What follows belongs to an exercise in optimizing a design on an open flow for small area, a short achievable clock period and few clock cycles; a production flow would make more cautious choices.
At most, simulation tests tie the RTL to the original design; equivalence was not proved.
The RTL of runs 3 to 5 was laid out without a check of its function.
Power is estimated from default activity; no workload was simulated.

===== design/flow/config.mk =====
export PLATFORM = sky130hd
export DESIGN_NAME = axi4_lite_slave_wrapper
export DESIGN_NICKNAME = axi4_lite_slave_wrapper
export VERILOG_FILES = /design/flow/design.v
export SDC_FILE = /design/flow/constraint.sdc
export NUM_CORES = 4
export LEC_CHECK = 0
export CAP_MARGIN = 20
export CORE_MARGIN = 2
export CORE_UTILIZATION = 40
export SETUP_SLACK_MARGIN = 1.5
export SLEW_MARGIN = 20

===== design/flow/constraint.sdc =====
create_clock -name core_clock -period 3.0 [get_ports {aclk}]
set_input_delay 0.6000 -clock core_clock [delete_from_list [all_inputs] [get_ports {aclk}]]
set_output_delay 0.6000 -clock core_clock [all_outputs]
set_load 0.01 [all_outputs]

===== design/flow/design.v =====
package axi_pkg;
  typedef enum logic [1:0] {
    RESP_OKAY   = 2'b00,
    RESP_EXOKAY = 2'b01,
    RESP_SLVERR = 2'b10,
    RESP_DECERR = 2'b11
  } axi_resp_t;
  localparam int NUM_REGS = 8;
  localparam logic [7:0] REG_CTRL_OFFSET     = 8'h00;
  localparam logic [7:0] REG_STATUS_OFFSET   = 8'h04;
  localparam logic [7:0] REG_DATA_TX_OFFSET  = 8'h08;
  localparam logic [7:0] REG_DATA_RX_OFFSET  = 8'h0C;
  localparam logic [7:0] REG_IRQ_EN_OFFSET   = 8'h10;
  localparam logic [7:0] REG_IRQ_STAT_OFFSET = 8'h14;
  localparam logic [7:0] REG_SCRATCH_OFFSET  = 8'h18;
  localparam logic [7:0] REG_VERSION_OFFSET  = 8'h1C;
  localparam int REG_CTRL     = 0;
  localparam int REG_STATUS   = 1;
  localparam int REG_DATA_TX  = 2;
  localparam int REG_DATA_RX  = 3;
  localparam int REG_IRQ_EN   = 4;
  localparam int REG_IRQ_STAT = 5;
  localparam int REG_SCRATCH  = 6;
  localparam int REG_VERSION  = 7;
  localparam logic [31:0] IP_VERSION = 32'h0001_0000;
endpackage
module axi4_lite_slave #(
  parameter int ADDR_WIDTH = 32,
  parameter int DATA_WIDTH = 32
)(
  input  logic                    aclk,
  input  logic                    aresetn,
  input  logic [ADDR_WIDTH-1:0]   awaddr,
  input  logic [2:0]              awprot,
  input  logic                    awvalid,
  output logic                    awready,
  input  logic [DATA_WIDTH-1:0]   wdata,
  input  logic [DATA_WIDTH/8-1:0] wstrb,
  input  logic                    wvalid,
  output logic                    wready,
  output logic [1:0]              bresp,
  output logic                    bvalid,
  input  logic                    bready,
  input  logic [ADDR_WIDTH-1:0]   araddr,
  input  logic [2:0]              arprot,
  input  logic                    arvalid,
  output logic                    arready,
  output logic [DATA_WIDTH-1:0]   rdata,
  output logic [1:0]              rresp,
  output logic                    rvalid,
  input  logic                    rready
);
  logic [31:0] reg_ctrl;
  logic [31:0] reg_data_tx;
  logic [31:0] reg_irq_en;
  logic [31:0] reg_scratch;
  function automatic logic [31:0] rd_mux(input logic ok, input logic [2:0] idx,
                                         input logic [31:0] c, input logic [31:0] t,
                                         input logic [31:0] e, input logic [31:0] s);
    if (!ok) rd_mux = 32'hDEADBEEF;
    else begin
      case (idx)
        3'd0:    rd_mux = c;
        3'd1:    rd_mux = {31'd0, c[0]};
        3'd2:    rd_mux = t;
        3'd3:    rd_mux = t;
        3'd4:    rd_mux = e;
        3'd5:    rd_mux = 32'd0;
        3'd6:    rd_mux = s;
        default: rd_mux = axi_pkg::IP_VERSION;
      endcase
    end
  endfunction
  logic       aw_v0, aw_v1;           
  logic       aw_ok0, aw_ok1;
  logic [2:0] aw_idx0, aw_idx1;
  logic       b_v, b_err;             
  logic       bs_v, bs_err;           
  assign awready = ~aw_v1;
  assign wready  = aw_v0 & ~bs_v;
  wire aw_fire = awvalid & awready;
  wire w_fire  = wvalid & wready;
  wire b_fire  = b_v & bready;
  wire aw_ok_in = (awaddr[31:5] == 27'd0);
  always_ff @(posedge aclk or negedge aresetn) begin
    if (!aresetn) begin
      aw_v0 <= 1'b0;
      aw_v1 <= 1'b0;
    end else begin
      if (w_fire) begin
        aw_v0 <= aw_v1 | aw_fire;
        aw_v1 <= 1'b0;
      end else if (aw_fire) begin
        aw_v0 <= 1'b1;
        aw_v1 <= aw_v0;
      end
    end
  end
  always_ff @(posedge aclk) begin
    if (w_fire | ~aw_v0) begin
      aw_ok0  <= aw_v1 ? aw_ok1  : aw_ok_in;
      aw_idx0 <= aw_v1 ? aw_idx1 : awaddr[4:2];
    end
    if (~aw_v1) begin
      aw_ok1  <= aw_ok_in;
      aw_idx1 <= awaddr[4:2];
    end
  end
  always_ff @(posedge aclk or negedge aresetn) begin
    if (!aresetn) begin
      b_v <= 1'b0; b_err <= 1'b0;
      bs_v <= 1'b0; bs_err <= 1'b0;
    end else begin
      if (~b_v | bready) begin
        b_v   <= bs_v | w_fire;
        b_err <= bs_v ? bs_err : ~aw_ok0;
        bs_v  <= 1'b0;
      end else if (w_fire) begin
        bs_v   <= 1'b1;
        bs_err <= ~aw_ok0;
      end
    end
  end
  assign bvalid = b_v;
  assign bresp  = {b_err, 1'b0};
  wire wr_en = w_fire & aw_ok0;
  always_ff @(posedge aclk or negedge aresetn) begin
    if (!aresetn) begin
      reg_ctrl    <= '0;
      reg_data_tx <= '0;
      reg_irq_en  <= '0;
      reg_scratch <= '0;
    end else begin
      for (int b = 0; b < 4; b++) begin
        if (wr_en && wstrb[b]) begin
          if (aw_idx0 == 3'd0) reg_ctrl[b*8 +: 8]    <= wdata[b*8 +: 8];
          if (aw_idx0 == 3'd2) reg_data_tx[b*8 +: 8] <= wdata[b*8 +: 8];
          if (aw_idx0 == 3'd4) reg_irq_en[b*8 +: 8]  <= wdata[b*8 +: 8];
          if (aw_idx0 == 3'd6) reg_scratch[b*8 +: 8] <= wdata[b*8 +: 8];
        end
      end
    end
  end
  logic        r_v, r_err;            
  logic [31:0] r_data;
  logic        rs_v, rs_ok;           
  logic [2:0]  rs_idx;
  assign arready = ~rs_v;
  wire ar_fire = arvalid & arready;
  wire r_load  = ~r_v | rready;
  wire ar_ok_in = (araddr[31:5] == 27'd0);
  wire       sel_ok  = rs_v ? rs_ok  : ar_ok_in;
  wire [2:0] sel_idx = rs_v ? rs_idx : araddr[4:2];
  always_ff @(posedge aclk or negedge aresetn) begin
    if (!aresetn) begin
      r_v <= 1'b0; r_err <= 1'b0;
      rs_v <= 1'b0;
    end else begin
      if (r_load) begin
        r_v   <= rs_v | ar_fire;
        r_err <= ~sel_ok;
        rs_v  <= 1'b0;
      end else if (ar_fire) begin
        rs_v <= 1'b1;
      end
    end
  end
  always_ff @(posedge aclk) begin
    if (r_load) r_data <= rd_mux(sel_ok, sel_idx, reg_ctrl, reg_data_tx, reg_irq_en, reg_scratch);
    if (~rs_v) begin
      rs_ok  <= ar_ok_in;
      rs_idx <= araddr[4:2];
    end
  end
  assign rvalid = r_v;
  assign rdata  = r_data;
  assign rresp  = {r_err, 1'b0};
endmodule
module axi4_lite_slave_wrapper #(
  parameter int ADDR_WIDTH = 32,
  parameter int DATA_WIDTH = 32
)(
  input  logic                      aclk,
  input  logic                      aresetn,
  input  logic [ADDR_WIDTH-1:0]     s_axi_awaddr,
  input  logic [2:0]                s_axi_awprot,
  input  logic                      s_axi_awvalid,
  output logic                      s_axi_awready,
  input  logic [DATA_WIDTH-1:0]     s_axi_wdata,
  input  logic [DATA_WIDTH/8-1:0]   s_axi_wstrb,
  input  logic                      s_axi_wvalid,
  output logic                      s_axi_wready,
  output logic [1:0]                s_axi_bresp,
  output logic                      s_axi_bvalid,
  input  logic                      s_axi_bready,
  input  logic [ADDR_WIDTH-1:0]     s_axi_araddr,
  input  logic [2:0]                s_axi_arprot,
  input  logic                      s_axi_arvalid,
  output logic                      s_axi_arready,
  output logic [DATA_WIDTH-1:0]     s_axi_rdata,
  output logic [1:0]                s_axi_rresp,
  output logic                      s_axi_rvalid,
  input  logic                      s_axi_rready
);
  axi4_lite_slave #(
    .ADDR_WIDTH (ADDR_WIDTH),
    .DATA_WIDTH (DATA_WIDTH)
  ) u_slave (
    .aclk    (aclk),           .aresetn (aresetn),
    .awaddr  (s_axi_awaddr),   .awprot  (s_axi_awprot),
    .awvalid (s_axi_awvalid),  .awready (s_axi_awready),
    .wdata   (s_axi_wdata),    .wstrb   (s_axi_wstrb),
    .wvalid  (s_axi_wvalid),   .wready  (s_axi_wready),
    .bresp   (s_axi_bresp),    .bvalid  (s_axi_bvalid),
    .bready  (s_axi_bready),
    .araddr  (s_axi_araddr),   .arprot  (s_axi_arprot),
    .arvalid (s_axi_arvalid),  .arready (s_axi_arready),
    .rdata   (s_axi_rdata),    .rresp   (s_axi_rresp),
    .rvalid  (s_axi_rvalid),   .rready  (s_axi_rready)
  );
endmodule

===== design/flow/run.sh =====
#!/bin/bash
# synth_recipe.tcl (not shown) runs the flow's synth.tcl, then flattens the netlist and writes it again
# the make line also repeats each setting of config.mk as NAME=value (left out here)
make -C /OpenROAD-flow-scripts/flow DESIGN_CONFIG=/design/flow/config.mk WORK_HOME=/design/flow/orfs CLKGATE_MAP_FILE= SYNTH_SCRIPT=/design/flow/synth_recipe.tcl finish

==> impl_metrics.toml, run 1 <==
[status]
outcome = "finished clean"

[drt]
drt_iter0_markers = 359
routedWlPerCell_um = 21.9
drt-met1-wl_um = 9330
drc_errors = 0
top_layer = "met4"
dr.pass1.iters = 5
vias = 5452
wirelength_um = 21400
viasPerCell = 5.57
ant_nets = 0
wl_met3_um = 1170
met2_length_um = 10600

[grt]
antenna_found_initial = 0
grt_first_pass_wirelength_um = 33300
globalRoute.totalOverflow = 0
grt_pass1_vias = 5818
grt_start_max_net_pins = 51
grt_usage_pct = 22.0

[finish]
fin_util_pct = 60.4
nets = 845
area.sequential_um2 = 4670
finalNonFillerCells = 979
final_cell_area_um2 = 11300
multi_input_area_um2 = 3690
drive_gt1_share_pct = 43.1
fillCellCount = 1407
syn_to_final_growth_pct = 48.1
diodes = 0

[die]
core_area_um2 = 18700
ios = 154
die_y_um = 142
rows = 50
dieArea_um2 = 20200
start_util_pct = 40.8
fp.dieW_um = 142

[setup_path]
endpoint_kind = "flop"
cp-start-kind = "flop"
required_ps = 3220
worst-path-max-fanout = 5
path_class = "reg2reg"
regToRegSetupSlack_ps = 1030
arrival_ps = 2200

[clock_network]
numCtsBuffers = 17
cts.reportedPaths.clkPinSlew_ps = 70
cts.htree.levels = 4
clock_latency_ps = 430
cts_hold_buf = 0
root_buffer = "clkbuf_16"
clock_sinks = 181
cts_tree = "built"
ctsLongestPathBuffers = 2

[synth]
synth_most_common_cell = "dfrtp_1"
synth_area_um2 = 7630
ys_seq_area_share_pct = 61.2
synth_top_area_share_pct = 44.9
synth_top_flop_cell = "dfrtp_1"
synthArstFlopShare_pct = 75.7
syn_inst = 545
synthDistinctLibCells = 45
ys_ff_latch = 181
synth.avg_cell_area_um2 = 14.0
synth-edff-count = 36
synth_common_cells = "137 x dfrtp_1, 130 x mux2_2, 53 x a22oi_1"
synth_top_area_cell = "dfrtp_1"
synthTopCellsByArea = "dfrtp_1 45%, mux2_2 19%, edfxtp_1 14%"
ys_warn_count = 1

[placement]
gp_congestion = 0.727
dp_hpwl_um = 13100
io_buffer_count = 141
dpl-instance-area_um2 = 10100
placed_cells_incl_taps = 910

[sta]
skew_ps = 7.65
tightestPinTransition_ps = 692
tns_ps = 0
rsz0062_at_grt = "true"
finalCriticalPeriod_ps = 1970
slew_headroom_pct = 53.8
setup_viol = 0
fmaxAchievable_mhz = 507
final-hold-violation-count = 0
min_period_over_period_pct = 65.8
slew_viol_final = 0

[run]
maxCapViolCount = 0

[pwr]
peakVddDrop_v = 0.000461
power.density_nw_per_um2 = 708
finalPower_w = 0.00801
p_leak_nw = 4.99

[hold_path]
holdCritPathClass = "in2async"
## stage by stage
step           hold slack, ps  worst slack (ps)
4_1_cts                   222              1070
3_3_place_gp              456               441
2_1_floorplan             304              1220
3_5_place_dp              464               429
6_report                  202              1030
5_1_grt                   252               984
## sequential cells by signal (all words and copies together) (netlist names), 3 cells and up
| name | count |
|---|---|
| u_slave.aw_idx0 | 3 |
| u_slave.reg_data_tx | 32 |
| u_slave.reg_irq_en | 32 |
| u_slave.rs_idx | 3 |
| u_slave.reg_scratch | 32 |
| u_slave.reg_ctrl | 32 |
| u_slave.aw_idx1 | 3 |
| u_slave.r_data | 32 |
## cells by family after synthesis
family                 count (synthesis)  synth area share, %
muxes                                136                 20.2
buffers and inverters                 33                 2.13
AOI/OAI and AO/OA                    117                 11.1
other                                  1               0.0492
DFF                                  181                 61.2
and+or+nand+nor                       77                 5.31
## area by class of cell
class | instances | share of cell area (%)
Inverter | 5 | 0.310
Timing Repair inverter | 2 | 0.288
Clock buffer | 19 | 4.02
Timing Repair Buffer | 193 | 17.7
Sequential cell | 181 | 41.3
Clock inverter | 13 | 1.06
Tap cell | 234 | 2.59
Multi-Input combinational cell | 332 | 32.6
## worst max-delay path, stage by stage (launching register included)
cell and delay [ps]:
dfrtp_2 440, buf_4 170, or3_4 400, a21oi_4 170, buf_6 140, buf_12 100, buf_16 110, a22oi_2 60
o211ai_1 170
## layout by cell type, fill, tap and decap left out, types with 13 or more instances in the layout
| master | instances |
|---|---|
| o211ai_1 | 22 |
| buf_2 | 36 |
| edfxtp_1 | 36 |
| buf_12 | 15 |
| mux2_4 | 100 |
| mux2_2 | 34 |
| buf_4 | 20 |
| clkdlybuf4s50_1 | 72 |
| dlymetal6s2s_1 | 22 |
| buf_6 | 13 |
| a22oi_1 | 47 |
| nand2_1 | 13 |
| dfrtp_1 | 135 |
| clkbuf_16 | 18 |
| nand2_8 | 16 |
## worst paths after layout
check / start / to / cells past startpoint
worst max-delay path: u_slave.rs_v$_DFFE_PN0P_ / u_slave.r_data[31]$_SDFFCE_PN1N_ / 8
worst min-delay path: aresetn / u_slave.reg_irq_en[2]$_DFFE_PN0P_ / 1
worst max register to register: u_slave.rs_v$_DFFE_PN0P_ / u_slave.r_data[31]$_SDFFCE_PN1N_ / 8
worst min register to register: u_slave.aw_idx1[2]$_DFF_P_ / u_slave.aw_idx1[2]$_DFF_P_ / 1
max in group asynchronous: aresetn / u_slave.reg_irq_en[11]$_DFFE_PN0P_ / 2
min in group core_clock: u_slave.aw_idx1[2]$_DFF_P_ / u_slave.aw_idx1[2]$_DFF_P_ / 1
## report_power, final
part	internal (W)	switching (W)	total [W]
logic	0.00134	0.000798	0.00213
registers	0.00324	0.000454	0.00369
clock network	0.00120	0.000980	0.00218
## timing repair
item,4_1_cts,5_1_grt
buffers inserted,23,8
pin swaps,37,24
endpoints found under the setup margin,233,203
cloned,6,0
gates resized for setup,225,44
## per-layer routing
metal,global-route usage (%),vias up
li1,-,2452
met1,30.2,2798
met2,35.6,183
met3,3.97,19
met4,6.68,0
met5,0,-
Testbench counts, summed over its fixed seeds: cycles 3,216.
==> run 2: changes to the inputs <==
--- a/design/flow/config.mk
+++ b/design/flow/config.mk
@@ -10,3 +10,2 @@
 export CORE_UTILIZATION = 40
-export SETUP_SLACK_MARGIN = 1.5
 export SLEW_MARGIN = 20
==> run 2 against run 1 <==
Compared with the run above:
- critical path type is now reg2out
- global-route usage down 2.6 points
- flip-flop and latch count unchanged
- area after synthesis unchanged
- power is 8.9% lower
- clock-buffer cell count rose by 1
- clock skew about the same
- still clean
- sequential share of layout area is 5.2 points higher
- combinational power fell by 35%
- fmax shrank 12%
==> impl_metrics.toml, run 2 <==
[sta]
rsz0062_at_grt = "false"
tns_ps = 0
skew_ps = 7.50
final-hold-violation-count = 0
min_period_over_period_pct = 74.4
slew_viol_final = 0
hold-worst-slack_ps = 176
slew_headroom_pct = 58.7
fmaxAchievable_mhz = 448
setup_viol = 0
tightestPinTransition_ps = 619
finalCriticalPeriod_ps = 2230

[die]
core_area_um2 = 18700
fp.dieW_um = 142
dieArea_um2 = 20200
die_y_um = 142
rows = 50
ios = 154
start_util_pct = 40.8

[finish]
fillCellCount = 1556
area.sequential_um2 = 4670
multi_input_area_um2 = 2810
diodes = 0
final_cell_mix = "140 x clkdlybuf4s50_1, 137 x dfrtp_1, 130 x mux2_2"
drive_gt1_share_pct = 26.2
syn_to_final_growth_pct = 31.4
nets = 810
layout_commonest_cell = "clkdlybuf4s50_1"

[setup_path]
required_ps = 2400
cpPeakStageDelay_ps = 580
arrival_ps = 1630
crit_start = "u_slave.aw_v0$_DFFE_PN0P_"
cp_num_cells = 2
regToRegSetupSlack_ps = 800
cp-start-kind = "flop"
cp_top_family = "buffers and inverters"
crit_end = "s_axi_wready"
crit_path_cell_trace = "nor2b_1, clkdlybuf4s50_1"
cp_num_buf_inv = 1
reg2reg_depth = 5
cp_slowest_cell = "clkdlybuf4s50_1"
path_class = "reg2out"
endpoint_kind = "output pin"
rr_endpoint = "u_slave.r_data[3]$_SDFFCE_PN1N_"
worstReg2RegStart = "u_slave.rs_v$_DFFE_PN0P_"
worst-path-max-fanout = 6

[grt]
grt_start_max_net_pins = 54
grt_usage_pct = 19.4
globalRoute.totalOverflow = 0
grt_first_pass_wirelength_um = 29400
antenna_found_initial = 0
grt_pass1_vias = 5439

[hold_path]
holdCritPathClass = "in2async"

[synth]
ys_ff_latch = 181
synth_common_cells = "137 x dfrtp_1, 130 x mux2_2, 53 x a22oi_1"
synthDistinctLibCells = 45
synth_top_area_cell = "dfrtp_1"
synth_area_um2 = 7630
ys_seq_area_share_pct = 61.2
synth-edff-count = 36
synth_top_flop_cell = "dfrtp_1"
synth.avg_cell_area_um2 = 14.0
synth_top_area_share_pct = 44.9
synthArstFlopShare_pct = 75.7
ys_warn_count = 1
synth_most_common_cell = "dfrtp_1"
synthTopCellsByArea = "dfrtp_1 45%, mux2_2 19%, edfxtp_1 14%"
syn_inst = 545

[drt]
viasPerCell = 5.54
met2_length_um = 9460
ant_nets = 0
top_layer = "met4"
dr.pass1.iters = 4
routedWlPerCell_um = 20.2
drt-met1-wl_um = 8090
vias = 5229
wl_met3_um = 1230
drt_iter0_markers = 357
drc_errors = 0
wirelength_um = 19100

[clock_network]
root_buffer = "clkbuf_16"
cts.reportedPaths.clkPinSlew_ps = 60
post_cts_buffers = 0
ctsLongestPathBuffers = 2
cts-resized-gates = 0
clock_latency_ps = 420
numCtsBuffers = 17
cts_tree = "built"
cts.htree.levels = 4
cts_hold_buf = 0
clock_sinks = 181

[status]
outcome = "finished clean"

[placement]
gp_congestion = 0.741
dp_hpwl_um = 13400
io_buffer_count = 141

[pwr]
peakVddDrop_v = 0.000427
p_leak_nw = 4.12
power.density_nw_per_um2 = 727

[run]
maxCapViolCount = 0
## run 2: cell counts after synthesis
No cell type changed its count.
## run 2: layout make-up
| cell class | count | share of cell area (%) |
|---|---|---|
| sequential | 181 | 46.6 |
| multi-input combinational | 332 | 28.0 |
| timing repair buffer | 160 | 16.1 |
| clock buffer | 20 | 4.66 |
| tap | 234 | 2.92 |
| clock inverter | 12 | 1.52 |
| inverter | 5 | 0.187 |
## run 2: worst min path at each step
| stage | from | to | slack (ps) | cells after the start |
|---|---|---|---|---|
| 4_1_cts | aresetn | u_slave.reg_scratch[23]$_DFFE_PN0P_ | 180 | 1 |
| 3_3_place_gp | u_slave.aw_ok1$_DFF_P_ | u_slave.aw_ok1$_DFF_P_ | 460 | 2 |
| 3_5_place_dp | u_slave.aw_idx1[1]$_DFF_P_ | u_slave.aw_idx1[1]$_DFF_P_ | 470 | 1 |
| 2_1_floorplan | aresetn | u_slave.aw_v0$_DFFE_PN0P_ | 300 | 0 |
| 5_1_grt | aresetn | u_slave.reg_scratch[23]$_DFFE_PN0P_ | 210 | 1 |
| 6_report | aresetn | u_slave.reg_ctrl[23]$_DFFE_PN0P_ | 180 | 1 |
## run 2: cells by family (layout without fill, tap and decap cells)
kind of cell | count (synthesis) | count (layout) | share of synthesized area, %
AO/OA/AOI/OAI | 117 | 117 | 11.1
buffers and inverters | 33 | 197 | 2.13
flip-flops | 181 | 181 | 61.2
multiplexers | 136 | 136 | 20.2
other | 1 | 2 | 0.0492
AND/OR/NAND/NOR | 77 | 77 | 5.31
## run 2: power breakdown
part           internal [W]  leakage, nW  total, W  switching, W
clock               0.00137        0.286   0.00230      0.000923
combinational      0.000835         1.66   0.00139      0.000551
sequential          0.00323         2.17   0.00361      0.000377
total               0.00544         4.12   0.00729       0.00185
## run 2: per-stage QoR
step | worst slack [ps] | utilization (%) | total power [W] | instance area (µm²) | instances
detailed placement | 304 | 50.3 | 0.00505 | 9400 | 912
global placement | 395 | 50.3 | 0.00494 | 9400 | 912
global route | 689 | 53.6 | 0.00764 | 10000 | 944
finish | 769 | 53.6 | 0.00729 | 10000 | 944
floorplan | 987 | - | 0.00448 | 7630 | 546
CTS | 755 | 53.6 | 0.00735 | 10000 | 944
## run 2: layer usage
metal | GRT usage [%] | vias to the layer above
met5 | 0 | -
met4 | 6.26 | 0
met3 | 4.74 | 18
met2 | 32.7 | 180
met1 | 24.5 | 2656
li1 | - | 2375
==> run 3: changes to the inputs <==
--- a/design/flow/design.v
+++ b/design/flow/design.v
@@ -73,3 +73,5 @@
   endfunction
-  logic       aw_v0, aw_v1;           
+  logic       aw_v0;                  
+  logic       awready_q, wready_q;    
+  wire        aw_v1 = ~awready_q;     
   logic       aw_ok0, aw_ok1;
@@ -78,4 +80,4 @@
   logic       bs_v, bs_err;           
-  assign awready = ~aw_v1;
-  assign wready  = aw_v0 & ~bs_v;
+  assign awready = awready_q;
+  assign wready  = wready_q;
   wire aw_fire = awvalid & awready;
@@ -84,2 +86,14 @@
   wire aw_ok_in = (awaddr[31:5] == 27'd0);
+  logic aw_v0_d, aw_v1_d, bs_v_d;
+  always_comb begin
+    aw_v0_d = aw_v0;
+    aw_v1_d = aw_v1;
+    if (w_fire) begin
+      aw_v0_d = aw_v1 | aw_fire;
+      aw_v1_d = 1'b0;
+    end else if (aw_fire) begin
+      aw_v0_d = 1'b1;
+      aw_v1_d = aw_v0;
+    end
+  end
   always_ff @(posedge aclk or negedge aresetn) begin
@@ -87,11 +101,8 @@
       aw_v0 <= 1'b0;
-      aw_v1 <= 1'b0;
-    end else begin
-      if (w_fire) begin
-        aw_v0 <= aw_v1 | aw_fire;
-        aw_v1 <= 1'b0;
-      end else if (aw_fire) begin
-        aw_v0 <= 1'b1;
-        aw_v1 <= aw_v0;
-      end
+      awready_q <= 1'b1;
+      wready_q  <= 1'b0;
+    end else begin
+      aw_v0 <= aw_v0_d;
+      awready_q <= ~aw_v1_d;
+      wready_q  <= aw_v0_d & ~bs_v_d;
     end
@@ -108,2 +119,3 @@
   end
+  assign bs_v_d = (~b_v | bready) ? 1'b0 : (bs_v | w_fire);
   always_ff @(posedge aclk or negedge aresetn) begin
@@ -113,2 +125,3 @@
     end else begin
+      bs_v <= bs_v_d;
       if (~b_v | bready) begin
@@ -116,5 +129,3 @@
         b_err <= bs_v ? bs_err : ~aw_ok0;
-        bs_v  <= 1'b0;
       end else if (w_fire) begin
-        bs_v   <= 1'b1;
         bs_err <= ~aw_ok0;
@@ -145,5 +156,7 @@
   logic [31:0] r_data;
-  logic        rs_v, rs_ok;           
+  logic        rs_ok;                 
   logic [2:0]  rs_idx;
-  assign arready = ~rs_v;
+  logic        arready_q;             
+  wire         rs_v = ~arready_q;
+  assign arready = arready_q;
   wire ar_fire = arvalid & arready;
@@ -156,3 +169,3 @@
       r_v <= 1'b0; r_err <= 1'b0;
-      rs_v <= 1'b0;
+      arready_q <= 1'b1;
     end else begin
@@ -161,5 +174,5 @@
         r_err <= ~sel_ok;
-        rs_v  <= 1'b0;
+        arready_q <= 1'b1;
       end else if (ar_fire) begin
-        rs_v <= 1'b1;
+        arready_q <= 1'b0;
       end
==> design/flow/flow/run.sh (new file) <==
#!/bin/bash
# Standard ORFS layout, with buf_1 port buffers and resizing not tied to cell footprints.
set -euo pipefail
cd "$(dirname "$0")/.."
bash standard.sh \
  "BUFFER_PORTS_ARGS=-buffer_cell sky130_fd_sc_hd__buf_1" \
  MATCH_CELL_FOOTPRINT=0 \
  finish > flow_orfs.log 2>&1
==> design/flow/standard.sh (new file) <==
#!/bin/bash
# synth_recipe.tcl (not shown) runs the flow's synth.tcl, then flattens the netlist and writes it again
# the make line also repeats each setting of config.mk as NAME=value (left out here)
make -C /OpenROAD-flow-scripts/flow DESIGN_CONFIG=/design/flow/config.mk WORK_HOME=/design/flow/orfs CLKGATE_MAP_FILE= SYNTH_SCRIPT=/design/flow/synth_recipe.tcl "${@:-finish}"
removed: design/flow/run.sh
==> run 3 against run 2 <==
Compared with the run above:
- still clean
- worst setup slack lost 240 ps
- power fell by 33%
- critical endpoint is now u_slave.r_data[24]$_SDFFCE_PN0P_
- clock skew shrank 2.3 ps
- clock-buffer cell count is 3 lower
- sequential share of layout area increased by 4.5 points
- core utilization is 4.9 points lower
- global-route usage grew 0.32 points
- critical path depth up 4
==> impl_metrics.toml, run 3 <==
[setup_path]
cpPeakStageDelay_ps = 700
crit_path_cell_trace = "mux2i_1, inv_2, nor3_4, buf_4, a22oi_1, a211oi_2"
cp_num_buf_inv = 2
required_ps = 3270
arrival_ps = 2740
worst-path-max-fanout = 15
cp_top_family = "flip-flops"
endpoint_kind = "flop"
path_class = "reg2reg"
cp-start-kind = "flop"
cp_slowest_cell = "dfstp_2"

[die]
die_y_um = 143
fp.dieW_um = 143
start_util_pct = 41.0
ios = 154
core_area_um2 = 18900
dieArea_um2 = 20500
rows = 50

[synth]
ys_ff_latch = 182
synthTopCellsByArea = "dfrtp_1 44%, mux2_2 19%, edfxtp_1 14%"
synth_most_common_cell = "dfrtp_1"
syn_inst = 547
synth_top_area_cell = "dfrtp_1"
synth_area_um2 = 7750
synth.avg_cell_area_um2 = 14.2
synth_top_flop_cell = "dfrtp_1"
synthDistinctLibCells = 47
synth_top_area_share_pct = 43.9
ys_seq_area_share_pct = 60.6
synth-edff-count = 36
ys_warn_count = 1
synthArstFlopShare_pct = 75.8
synth_common_cells = "136 x dfrtp_1, 134 x mux2_2, 50 x a22oi_1"

[grt]
grt_usage_pct = 19.7
grt_pass1_vias = 5579
grt_start_max_net_pins = 72
antenna_found_initial = 1
grt_first_pass_wirelength_um = 29900
globalRoute.totalOverflow = 0

[clock_network]
clock_latency_ps = 430
post_cts_buffers = 0
cts_hold_buf = 0
cts-resized-gates = 0
cts.reportedPaths.clkPinSlew_ps = 70
clock_sinks = 182
ctsLongestPathBuffers = 2
cts_tree = "built"
cts.htree.levels = 4
numCtsBuffers = 17
root_buffer = "clkbuf_16"

[drt]
dr.pass1.iters = 4
viasPerCell = 5.34
ant_nets = 0
wirelength_um = 19200
vias = 5214
routedWlPerCell_um = 19.6
drt_iter0_markers = 327
drc_errors = 0

[finish]
final_cell_mix = "140 x buf_1, 136 x dfrtp_1, 134 x mux2_2"
syn_to_final_growth_pct = 18.6
fillCellCount = 1702
drive_gt1_share_pct = 29.7
layout_commonest_cell = "buf_1"
nets = 815

[status]
outcome = "finished clean"

[sta]
rsz0062_at_grt = "false"
skew_ps = 5.20
slew_viol_final = 0
slew_headroom_pct = 54.9
tightestPinTransition_ps = 677
min_period_over_period_pct = 82.5
final-hold-violation-count = 0
hold-worst-slack_ps = 152
tns_ps = 0
setup_viol = 0
fmaxAchievable_mhz = 404
finalCriticalPeriod_ps = 2470

[pwr]
p_leak_nw = 3.77
combPwrFrac_pct = 6.0
p_sw_w = 0.00115
power.density_nw_per_um2 = 532
swShare_pct = 23.4
peakVddDrop_v = 0.000418
p_clk_share_pct = 41.9
seqPwrFrac_pct = 52.1
p_int_w = 0.00374

[run]
maxCapViolCount = 0

[placement]
dp_hpwl_um = 12800
gp_congestion = 0.778
io_buffer_count = 141

[hold_path]
holdCritPathClass = "in2async"
-- run 3: metrics by stage --
| stage | total power, W | instances | cell area, µm² | setup WS (ps) | utilization [%] |
|---|---|---|---|---|---|
| 6_report | 0.00489 | 976 | 9190 | 525 | 48.7 |
| 5_1_grt | 0.00508 | 975 | 9190 | 422 | 48.6 |
| 4_1_cts | 0.00494 | 975 | 9190 | 518 | 48.6 |
| 3_5_place_dp | 0.00289 | 943 | 8650 | 517 | 45.8 |
| 3_3_place_gp | 0.00288 | 943 | 8650 | 590 | 45.8 |
| 2_1_floorplan | 0.00270 | 548 | 7760 | 986 | - |
-- run 3: routing by layer --
layer	part of all wire, %	vias to the layer above	global-route usage (%)
li1	-	2379	-
met1	42	2616	24.4
met2	49	192	33.4
met3	7.2	27	5.10
met4	1.9	0	6.91
met5	0	-	0
-- run 3: path summary, 6_finish.rpt --
check	from	endpoint	slack, ps	cells past startpoint
setup / recovery	u_slave.arready_q$_DFFE_PN1P_	u_slave.r_data[24]$_SDFFCE_PN0P_	530	6
hold reg to reg	u_slave.aw_idx1[0]$_DFF_P_	u_slave.aw_idx1[0]$_DFF_P_	480	1
max in group asynchronous	aresetn	u_slave.reg_ctrl[21]$_DFFE_PN0P_	1990	2
setup reg to reg	u_slave.arready_q$_DFFE_PN1P_	u_slave.r_data[24]$_SDFFCE_PN0P_	530	6
hold / removal	aresetn	u_slave.aw_v0$_DFF_PN0_	150	1
min in group core_clock	s_axi_arvalid	u_slave.r_v$_DFFE_PN0P_	380	3
-- run 3: power groups by stage --
stage,Sequential [W],Clock [W],Combinational (W)
2_1_floorplan,0.00259,0,0.000102
3_3_place_gp,0.00259,0,0.000285
3_5_place_dp,0.00259,0,0.000295
4_1_cts,0.00255,0.00210,0.000296
5_1_grt,0.00255,0.00222,0.000320
6_report,0.00255,0.00205,0.000293
-- run 3: worst register-to-register path, cell delays in order (launching register included) --
cell and delay [ps]:
dfstp_2 700, mux2i_1 370, inv_2 100, nor3_4 400, buf_4 350, a22oi_1 160
a211oi_2 230
-- run 3: area by class of cell --
cell class / count / area [µm²] / share of cell area, %
inverters: 8 / 30.0 / 0.327
clock inverters: 15 / 114 / 1.24
multi-input cells: 334 / 2910 / 31.6
diodes: 1 / 2.50 / 0.0272
clock buffers: 17 / 425 / 4.63
flip-flops and latches: 182 / 4700 / 51.1
repair buffers: 159 / 693 / 7.54
well taps: 260 / 325 / 3.54
-- run 3: cell families after synthesis --
logic type             share of synthesized area [%]
other                                         0.0484
AOI/OAI and AO/OA                               11.5
buffers and inverters                           2.03
muxes                                           20.1
and+or+nand+nor                                 5.73
DFF                                             60.6
==> run 4: changes to the inputs <==
--- a/design/flow/config.mk
+++ b/design/flow/config.mk
@@ -10,2 +10,3 @@
 export CORE_UTILIZATION = 40
+export SETUP_SLACK_MARGIN = 1.0
 export SLEW_MARGIN = 20
==> run 4 against run 3 <==
Compared with the run above:
- worst setup slack gained 450 ps
- global-route usage fell by 0.37 points
- wire length rose by 1.5%
- power up 7.8%
- critical path type unchanged
- highest routed layer unchanged
==> impl_metrics.toml, run 4 <==
[setup_path]
cp_slowest_cell = "dfstp_2"
endpoint_kind = "flop"
crit_path_cell_trace = "buf_4, o21a_2, inv_4, nor3_4, buf_6, a22oi_2, a211oi_2"
path_class = "reg2reg"
worst-path-max-fanout = 13
cpPeakStageDelay_ps = 630
required_ps = 3260
arrival_ps = 2280
cp-start-kind = "flop"

[finish]
finalNonFillerCells = 986
nets = 825
layout_commonest_cell = "buf_1"
syn_to_final_growth_pct = 23.1
multi_input_area_um2 = 3010
final_cell_mix = "139 x buf_1, 136 x dfrtp_1, 134 x mux2_2"
drive_gt1_share_pct = 33.5
area.sequential_um2 = 4700
fillCellCount = 1655

[hold_path]
holdCritPathClass = "in2async"

[grt]
antenna_found_initial = 1
grt_usage_pct = 19.3
grt_pass1_vias = 5538
grt_first_pass_wirelength_um = 29700
grt_start_max_net_pins = 60
globalRoute.totalOverflow = 0

[pwr]
p_int_w = 0.00410
seqPwrFrac_pct = 48.3
p_sw_w = 0.00117
swShare_pct = 22.2
power.density_nw_per_um2 = 552
p_leak_nw = 3.88
peakVddDrop_v = 0.000399
combPwrFrac_pct = 6.2
p_clk_share_pct = 45.5

[synth]
synth-edff-count = 36
synthTopCellsByArea = "dfrtp_1 44%, mux2_2 19%, edfxtp_1 14%"
synth_common_cells = "136 x dfrtp_1, 134 x mux2_2, 50 x a22oi_1"
synth.avg_cell_area_um2 = 14.2
syn_inst = 547
synthArstFlopShare_pct = 75.8
ys_warn_count = 1
synth_most_common_cell = "dfrtp_1"
synth_top_flop_cell = "dfrtp_1"
synthDistinctLibCells = 47
ys_ff_latch = 182
synth_area_um2 = 7750
synth_top_area_share_pct = 43.9
synth_top_area_cell = "dfrtp_1"
ys_seq_area_share_pct = 60.6

[sta]
fmaxAchievable_mhz = 494
finalCriticalPeriod_ps = 2030
hold-worst-slack_ps = 177
rsz0062_at_grt = "true"
min_period_over_period_pct = 67.5
slew_viol_final = 0
slew_headroom_pct = 58.6
skew_ps = 11.6
tns_ps = 0
final-hold-violation-count = 0
tightestPinTransition_ps = 622
setup_viol = 0

[clock_network]
cts.htree.levels = 4
cts.reportedPaths.clkPinSlew_ps = 70
ctsLongestPathBuffers = 2
clock_sinks = 182
root_buffer = "clkbuf_16"
cts_tree = "built"
clock_latency_ps = 430
numCtsBuffers = 17

[drt]
dr.pass1.iters = 4
wirelength_um = 19400
vias = 5285
drt_iter0_markers = 308
viasPerCell = 5.36
ant_nets = 0
drc_errors = 0
routedWlPerCell_um = 19.7

[die]
rows = 50
dieArea_um2 = 20500
die_y_um = 143
fp.dieW_um = 143
start_util_pct = 41.0
core_area_um2 = 18900
ios = 154

[run]
maxCapViolCount = 0

[placement]
dp_hpwl_um = 12900
placed_cells_incl_taps = 942
gp_congestion = 0.772
io_buffer_count = 141

[status]
outcome = "finished clean"
## run 4: path summary, 6_finish.rpt
path                                                from                                  end  slack [ps]  cells after the start
max                        u_slave.arready_q$_DFFE_PN1P_      u_slave.r_data[4]$_SDFFCE_PN0P_         970                      7
min                                              aresetn              u_slave.aw_v0$_DFF_PN0_         180                      1
max reg2reg                u_slave.arready_q$_DFFE_PN1P_      u_slave.r_data[4]$_SDFFCE_PN0P_         970                      7
min reg2reg                       u_slave.aw_ok1$_DFF_P_               u_slave.aw_ok1$_DFF_P_         470                      2
max in group asynchronous                        aresetn  u_slave.reg_scratch[15]$_DFFE_PN0P_        1990                      2
min in group core_clock                    s_axi_arvalid              u_slave.r_v$_DFFE_PN0P_         390                      3
## run 4: cells by family after synthesis
logic type,synth area share [%]
other cells,0.0484
mux,20.1
buf+inv,2.03
simple gates,5.73
flops,60.6
compound gates,11.5
## run 4: cell type report
type                            count  area share (%)
Tap cell                          260            3.41
Clock buffer                       21            4.93
Multi-Input combinational cell    334            31.6
Inverter                            8           0.367
Clock inverter                     11            1.80
Antenna cell                        1          0.0262
Sequential cell                   182            49.2
Timing Repair Buffer              169            8.70
## run 4: metal layers
layer  global-route usage [%]  routed length (µm)
met3                     4.66                1040
met1                     23.9                8380
met5                        0                   0
met4                     6.40                 386
met2                     33.2                9640
## run 4: power by group through the flow
stage | Combinational, W | Sequential (W) | Clock, W
global placement | 0.000284 | 0.00259 | 0
finish | 0.000329 | 0.00254 | 0.00240
CTS | 0.000319 | 0.00254 | 0.00243
detailed placement | 0.000293 | 0.00259 | 0
floorplan | 0.000102 | 0.00259 | 0
global route | 0.000356 | 0.00254 | 0.00254
## run 4: worst max-delay path: cells and delay by family (launching register included)
family	cells	cell delay, ps
AO/OA/AOI/OAI	3	530
buffers and inverters	3	450
flip-flops	1	630
AND/OR/NAND/NOR	1	230
## run 4: per-stage QoR
step	util, %	setup slack [ps]	cell area [µm²]	total power (W)
global route	50.5	869	9540	0.00544
detailed placement	45.8	683	8660	0.00289
global placement	45.8	725	8660	0.00288
floorplan	-	1020	7760	0.00270
finish	50.5	974	9550	0.00527
CTS	49.8	987	9410	0.00530
## run 4: timing repair
item                                    in CTS  in global routing
cloned                                       0                  1
hold buffers                                 0                  0
resized for setup                           18                 20
endpoints found under the setup margin      40                 68
buffers inserted                             7                  3
pin swaps                                    0                  3
==> run 5: changes to the inputs <==
--- a/design/flow/config.mk
+++ b/design/flow/config.mk
@@ -10,3 +10,3 @@
 export CORE_UTILIZATION = 40
-export SETUP_SLACK_MARGIN = 1.0
+export SETUP_SLACK_MARGIN = 1.5
 export SLEW_MARGIN = 20
==> run 5 against run 4 <==
Compared with the run above:
- still clean
- clock skew fell by 5.9 ps
- core utilization rose by 6.5 points
- flip-flop and latch count did not move
- highest routed layer unchanged
==> impl_metrics.toml, run 5 <==
[placement]
io_buffer_count = 141
dp_hpwl_um = 12900
pre_cts_ws_ps = 575
gp_congestion = 0.779

[setup_path]
required_ps = 3170
worst-path-max-fanout = 6
arrival_ps = 2170
path_class = "reg2reg"
cp-start-kind = "flop"
endpoint_kind = "flop"

[clock_network]
cts_tree = "built"
cts.htree.levels = 4
root_buffer = "clkbuf_16"
clock_latency_ps = 430
numCtsBuffers = 17
ctsLongestPathBuffers = 2
clock_sinks = 182
cts.reportedPaths.clkPinSlew_ps = 70

[synth]
synth_top_flop_cell = "dfrtp_1"
synth_area_um2 = 7750
synth-edff-count = 36
synthArstFlopShare_pct = 75.8
synth_most_common_cell = "dfrtp_1"
synth_compound_area_share_pct = 11.5
synth_common_cells = "136 x dfrtp_1, 134 x mux2_2, 50 x a22oi_1"
synth_xor_area_share_pct = 0
synthTopCellsByArea = "dfrtp_1 44%, mux2_2 19%, edfxtp_1 14%"
syn_inst = 547
synth_top_family_by_area = "multiplexers"
synth_top_area_share_pct = 43.9
synthAdderAreaFrac_pct = 0
muxShareOfSynthArea_pct = 20.1
synth-simple-area-share_pct = 5.73
ys_warn_count = 1
synth_top_area_cell = "dfrtp_1"
synthDistinctLibCells = 47
synth.avg_cell_area_um2 = 14.2
ys_ff_latch = 182
ys_seq_area_share_pct = 60.6

[drt]
routedWlPerCell_um = 20.2
ant_nets = 0
viasPerCell = 5.38
drt_iter0_markers = 238
vias = 5464
dr.pass1.iters = 6
drc_errors = 0
wirelength_um = 20500

[sta]
fin_ws_ps = 994
skew_ps = 5.72
slew_headroom_pct = 58.2
tightestPinTransition_ps = 628
finalCriticalPeriod_ps = 2010
final-hold-violation-count = 0
setup_viol = 0
min_period_over_period_pct = 66.9
slew_viol_final = 0
fmaxAchievable_mhz = 499
tns_ps = 0
rsz0062_at_grt = "true"

[grt]
antenna_found_initial = 0
globalRoute.totalOverflow = 0
grt_start_max_net_pins = 60
grt_first_pass_wirelength_um = 32400
grt_usage_pct = 20.9
grt_pass1_vias = 5830

[status]
outcome = "finished clean"

[hold_path]
holdCritPathClass = "in2async"

[pwr]
p_leak_nw = 4.32
power.density_nw_per_um2 = 477
peakVddDrop_v = 0.000434
finalPower_w = 0.00514

[finish]
drive_gt1_share_pct = 45.6
fillCellCount = 1506
final_cell_mix = "136 x dfrtp_1, 130 x mux2_4, 101 x buf_1"
nets = 855
fin_util_pct = 57.0
diodes = 0
multi_input_area_um2 = 3740
layout_commonest_cell = "dfrtp_1"
syn_to_final_growth_pct = 38.9
area.sequential_um2 = 4700

[die]
core_area_um2 = 18900
die_y_um = 143
fp.dieW_um = 143
ios = 154
dieArea_um2 = 20500
rows = 50
start_util_pct = 41.0

[run]
maxCapViolCount = 0
==> run 5: cell counts after synthesis <==
Identical to the previous run, type by type.
==> run 5: where the power goes <==
part	switching (W)	internal [W]	leakage, nW
Clock	0.000961	0.00125	0.270
Sequential	0.00000879	0.00253	2.28
Combinational	0.000249	0.000142	1.77
==> run 5: routing by layer <==
layer  vias to the layer above  track usage, %  wire (µm)
li1                       2457               -          -
met1                      2820            28.9       9370
met2                       167            33.4       9950
met3                        20            4.69        921
met4                         0            5.99        269
met5                         -               0          0
==> run 5: timing repair <==
item / 4_1_cts / 5_1_grt
hold buffers: 0 / 0
gates cloned: 2 / 0
buffers inserted: 38 / 1
setup endpoints to repair: 216 / 216
pin swaps: 49 / 28
resized for setup: 91 / 31
==> run 5: final timing paths <==
| check | start | to | slack, ps | cells after the start |
|---|---|---|---|---|
| worst max-delay path | u_slave.arready_q$_DFFE_PN1P_ | u_slave.r_data[24]$_SDFFCE_PN0P_ | 990 | 7 |
| worst min-delay path | aresetn | u_slave.reg_ctrl[5]$_DFFE_PN0P_ | 210 | 1 |
| worst max register to register | u_slave.arready_q$_DFFE_PN1P_ | u_slave.r_data[24]$_SDFFCE_PN0P_ | 990 | 7 |
| worst min register to register | u_slave.aw_idx1[2]$_DFF_P_ | u_slave.aw_idx1[2]$_DFF_P_ | 480 | 1 |
| max in group asynchronous | aresetn | u_slave.arready_q$_DFFE_PN1P_ | 2010 | 2 |
| min in group core_clock | s_axi_arvalid | u_slave.r_v$_DFFE_PN0P_ | 370 | 3 |
==> run 5: cells by family (layout without fill, tap and decap cells) <==
kind of cell	after synthesis	after routing
flops	182	182
compound gates	116	116
mux	138	138
other cells	1	2
buf+inv	32	239
simple gates	78	78
==> run 5: cell type report <==
type	count	area share, %
inverters	8	0.349
clock buffers	20	4.15
clock inverters	12	1.21
flip-flops and latches	182	43.6
multi-input cells	334	34.8
repair buffers	199	12.9
well taps	260	3.02
==> run 5: stage by stage <==
step | hold WS (ps) | instances | area, µm²
floorplan | 304 | 548 | 8400
global placement | 461 | 942 | 9300
detailed placement | 462 | 942 | 9300
CTS | 213 | 1014 | 10700
global route | 239 | 1015 | 10800
finish | 210 | 1015 | 10800
==> run 5: critical path, cell delays in order, from the launching register on <==
cell,delay (ps)
dfstp_2,580
buf_6,140
mux2i_4,340
nor3_4,90
buf_12,160
clkbuf_16,160
a22oi_2,170
a211oi_2,90

-- separate check: timing with driven ports --
How much do the figures lean on ideal ports? The routed layouts below were timed once more, with nothing changed but the port constraints. Step 1: set_driving_cell puts a clkbuf_16 on aclk and a buf_2 on each other input, an assumption about the parent block. Step 2 times the ports against the registers' clock, not the clock port: input delays grow and output delays shrink by t, the midpoint of the rising clock arrivals with the driver on. Slacks: ideal / step 1 / step 2; pairs: ideal / step 1.
run | shift t [ns] | setup WS [ns] | worst setup path after step 2 | clock arrival spread, ns
run 1 | 0.470 | 1.026 / 1.026 / 0.655 | input to register | 0.009 / 0.008
run 2 | 0.460 | 0.769 / 0.728 / 0.330 | input to register | 0.009 / 0.008
run 3 | 0.469 | 0.525 / 0.525 / 0.513 | input to register | 0.005 / 0.005
run 4 | 0.465 | 0.974 / 0.974 / 0.713 | input to register | 0.012 / 0.011
run 5 | 0.475 | 0.994 / 0.994 / 0.758 | input to register | 0.008 / 0.009
After both steps every run listed still meets setup and hold. The setup slack of run 2, which loses most, moves by -0.041 ns with the drivers and by -0.439 ns with both steps.
